From an optimization exercise on the open Yosys and OpenROAD flow, aimed at a short achievable clock period and few clock cycles; shortcuts taken in it are not production practice.
In this exercise RTL edits were held to simulation tests only and were not proved equivalent to the original.
Power and IR drop assume default switching activity.

== build 4 ==
// MIPSProcessor
module MIPSProcessor (
    input    wire               clk, rst,
    output   wire    [31:0]     imem_addr,
    input    wire    [31:0]     imem_rdata,
    output   wire    [31:0]     dmem_addr,
    output   wire    [31:0]     dmem_wdata,
    output   wire               dmem_we,
    input    wire    [31:0]     dmem_rdata
);
localparam MULW = 100;
localparam OP_R    = 6'b000000,
           OP_ADDI = 6'b001000,
           OP_LW   = 6'b100011,
           OP_SW   = 6'b101011,
           OP_BEQ  = 6'b000100,
           OP_J    = 6'b000010;
reg  [31:0] pcF;
reg         vD;
reg  [31:0] irD;
reg  [31:0] pc4D;
reg         wenE, ldE, eldE, mulE, swE, brE;
reg  [4:0]  dstE;
reg  [1:0]  aluE;                
reg  [31:0] opAE, opBE, sdE, tgtE;
reg         fAME, fBME, fSME, fSXE;
reg  [31:0] mAE, mBE;
reg         mfAME, mfBME;
reg         wenM, ldM, mulM, weM;
reg  [4:0]  dstM;
reg  [31:0] resM, sdM, addrM;
reg         wenW;
reg  [4:0]  dstW;
reg  [31:0] resW;
reg  [31:0] rf [0:31];
reg  [31:0] rfv;
wire        stallD, redirE;
wire [31:0] instF = imem_rdata;
wire        jF    = (instF[31:26] == OP_J);
wire [31:0] pc4F  = pcF + 32'd4;
wire [8:0]  btLo  = {1'b0, pc4F[9:2]} + {1'b0, instF[7:0]};
wire        bsF   = (instF[31:26] == OP_BEQ) & (instF[25:21] == instF[20:16]) &
                    (instF[15:8] == 8'd0) & ~btLo[8];
wire [31:0] btF   = {pc4F[31:10], btLo[7:0], pc4F[1:0]};
assign imem_addr = pcF;
wire [31:0] resMnext;
wire [5:0]  opD  = irD[31:26];
wire [5:0]  fnD  = irD[5:0];
wire [4:0]  rsD  = irD[25:21];
wire [4:0]  rtD  = irD[20:16];
  ...
==> flow/config.mk <==
export PLATFORM = sky130hd
export DESIGN_NAME = MIPSProcessor
export DESIGN_NICKNAME = MIPSProcessor
export VERILOG_FILES = /design/flow/design.v
export SDC_FILE = /design/flow/constraint.sdc
export NUM_CORES = 8
export LEC_CHECK = 0
export ABC_CLOCK_PERIOD_IN_PS = 3000
export CAP_MARGIN = 20
export CELL_PAD_IN_SITES_DETAIL_PLACEMENT = 1
export CELL_PAD_IN_SITES_GLOBAL_PLACEMENT = 1
export CORE_MARGIN = 2
export CORE_UTILIZATION = 60
export CTS_BUF_LIST = sky130_fd_sc_hd__clkbuf_16
export CTS_CLUSTER_DIAMETER = 100
export CTS_CLUSTER_SIZE = 25
export SETUP_SLACK_MARGIN = 5
export SLEW_MARGIN = 20
==> flow/constraint.sdc <==
create_clock -name core_clock -period 12.0 [get_ports {clk}]
set_input_delay 2.4000 -clock core_clock [delete_from_list [all_inputs] [get_ports {clk}]]
set_output_delay 2.4000 -clock core_clock [all_outputs]
set_load 0.01 [all_outputs]
standard.sh (not shown) runs the stock make flow with config.mk's settings and CLKGATE_MAP_FILE= SYNTH_SCRIPT=/design/flow/synth_recipe.tcl, a recipe that flattens the netlist after the stock synthesis.
==> flow/flow/run.sh <==
#!/bin/bash
# The standard layout, with timing repair aiming past the 12 ns clock:
# repair_timing treats any path with less than SETUP_SLACK_MARGIN of slack
# as failing, so it keeps sizing and buffering the longest paths.
set -euo pipefail
bash standard.sh SETUP_SLACK_MARGIN=8.3 finish > standard_flow.log 2>&1
Build 4 went all the way through the flow, and no timing, DRC or antenna check failed.
Testbench counts of build 4, summed over its fixed seeds: cycles 37,178.
Relative to build 4, the following input files were edited for build 82:
- changing CELL_PAD_IN_SITES_DETAIL_PLACEMENT from 1 to 0
- changing CELL_PAD_IN_SITES_GLOBAL_PLACEMENT from 1 to 0
- changing CORE_UTILIZATION from 60 to 55
==> comparison <==
Build 82 completed end to end with timing, DRC and antenna clean. Taking build 4 as the reference point, the number of cells on the critical path of build 82 falls by 2. Build 82 ends up with a number of antenna violations at the first check in global routing that is 7 lower than in build 4. Compared to build 4, build 82 has part of the power in the clock network 0.3 points higher. Of build 82 and build 4, it is build 82 that has the higher fmax. Relative to build 4, the number of tap cells added at floorplan of build 82 is higher by 230. As far as final total power is concerned, build 82 and build 4 perform about the same. On total length of routed wires: between build 4 and build 82, it ends up lower for build 82. Build 82 — clock-buffer cell count 3.8% higher, build 4 as reference. ~same worst hold slack in build 4 and build 82. [diff] routed via count, build 82 relative to build 4: improvement. The final critical delay including setup and external delays of build 82 falls short of that of build 4 by 0.056 ns.
> inputs changed (build 82 -> build 84)
- changing CELL_PAD_IN_SITES_DETAIL_PLACEMENT from 0 to 1
- changing CELL_PAD_IN_SITES_GLOBAL_PLACEMENT from 0 to 1
==> comparison <==
Compared with build 82, build 84 shows final design instance area without fill higher by 2.0%. Setup slack sits higher in build 84 than in build 82. Going from build 82 to build 84, pin count of the biggest net entering global routing shrank slightly.
--- input diff build 84..build 46 ---
- CORE_UTILIZATION now 50, was 55
Findings:
- Between build 46 and build 84, it is build 46 whose shortest period the worst path allows is higher, by 0.15 ns.
- Build 84 → build 46: hold slack now sits higher; maximum number of pins on one net before global-route repair up 13.
- Starting density of the core | build 46 below build 84
- [compare] base=build 84 new=build 46: post-CTS resize count rose by 65; maximum clock frequency now smaller.
- Build 46 vs build 84, total power went up by about 0.7%.
- In build 46 the clock network fraction of total power turned out 0.4 points higher than in build 84.
- Build 46 against build 84: final routed wirelength across all metal layers shows a reduction of about 1.3%; first-pass GRT wire length shows no meaningful change.
## Diff of input files: build 88 against build 46
- CORE_UTILIZATION now 55, was 50
- CTS_CLUSTER_DIAMETER now 120, was 100
- CTS_CLUSTER_SIZE now 20, was 25
- CELL_PAD_IN_SITES_GLOBAL_PLACEMENT now 0, was 1
- CELL_PAD_IN_SITES_DETAIL_PLACEMENT now 0, was 1
Results
- The final reports for build 88 and build 46 show time the final worst path needs with I/O delays and setup lower in the former.
- Taking build 46 as 1.0, build 88 lands at 0.928 on routed wire length.
- On worst-case vdd ir drop, build 88 does better than build 46.
- Relative to build 46, the setup slack of build 88 is higher by 0.15 ns.
- Changes observed in build 88 relative to build 46: number of sequential storage elements comparable, cell area now smaller, register-to-register slack now larger, arrival time reported for the critical path endpoint now smaller.
[inputs] build 75 vs build 88
- a change of CTS_CLUSTER_SIZE from 20 to 25
- a change of CTS_CLUSTER_DIAMETER from 120 to 100
- a change of CORE_UTILIZATION from 55 to 50
Notes after the runs:
Higher number of buffers other than clock buffers in the final layout among build 75 and build 88: build 88. Compared with build 88, in build 75 wire length fell by about 3%; deepest level of the CTS H-tree stayed essentially flat; met2 wirelength from detailed routing fell by about 2.6%. Of the two candidates, build 88 has the worse first-pass GRT wire length and build 75 the better one. Build 75 vs. build 88: part of the power in the clock network dropped 1.1 points; wire length on met1 barely changed.

what the ideal ports hide:
How much do the figures lean on ideal ports? The routed layouts below were timed once more, with nothing changed but the port constraints.
Step 1, drivers: a clkbuf_16 drives clk and a buf_2 each remaining input, both assumed.
Step 2 adds t to the input delays and takes it off the output delays; t is the mean of the earliest and latest rising clock arrival at the registers after step 1. Input paths then give back, and output paths get back, about the clock's delay inside the block.
Three values: ideal, step 1, step 2; two values: the first two.
run | shift t [ns] | setup WS [ns] | worst slew at a driven data input, ns
build 4 | 0.843 | 8.063 / 8.063 / 7.317 | 0.07
build 82 | 0.801 | 8.119 / 8.119 / 7.400 | 0.08
build 84 | 0.843 | 8.133 / 8.133 / 7.373 | 0.09
build 46 | 0.863 | 7.981 / 8.045 / 7.182 | 0.10
build 88 | 0.843 | 8.133 / 8.133 / 7.391 | 0.09
build 75 | 0.818 | 8.172 / 8.196 / 7.396 | 0.14
After both steps setup and hold are still met in every run listed. The setup slack of build 46, which loses most, moves by +0.064 ns with the drivers and by -0.799 ns with both steps.
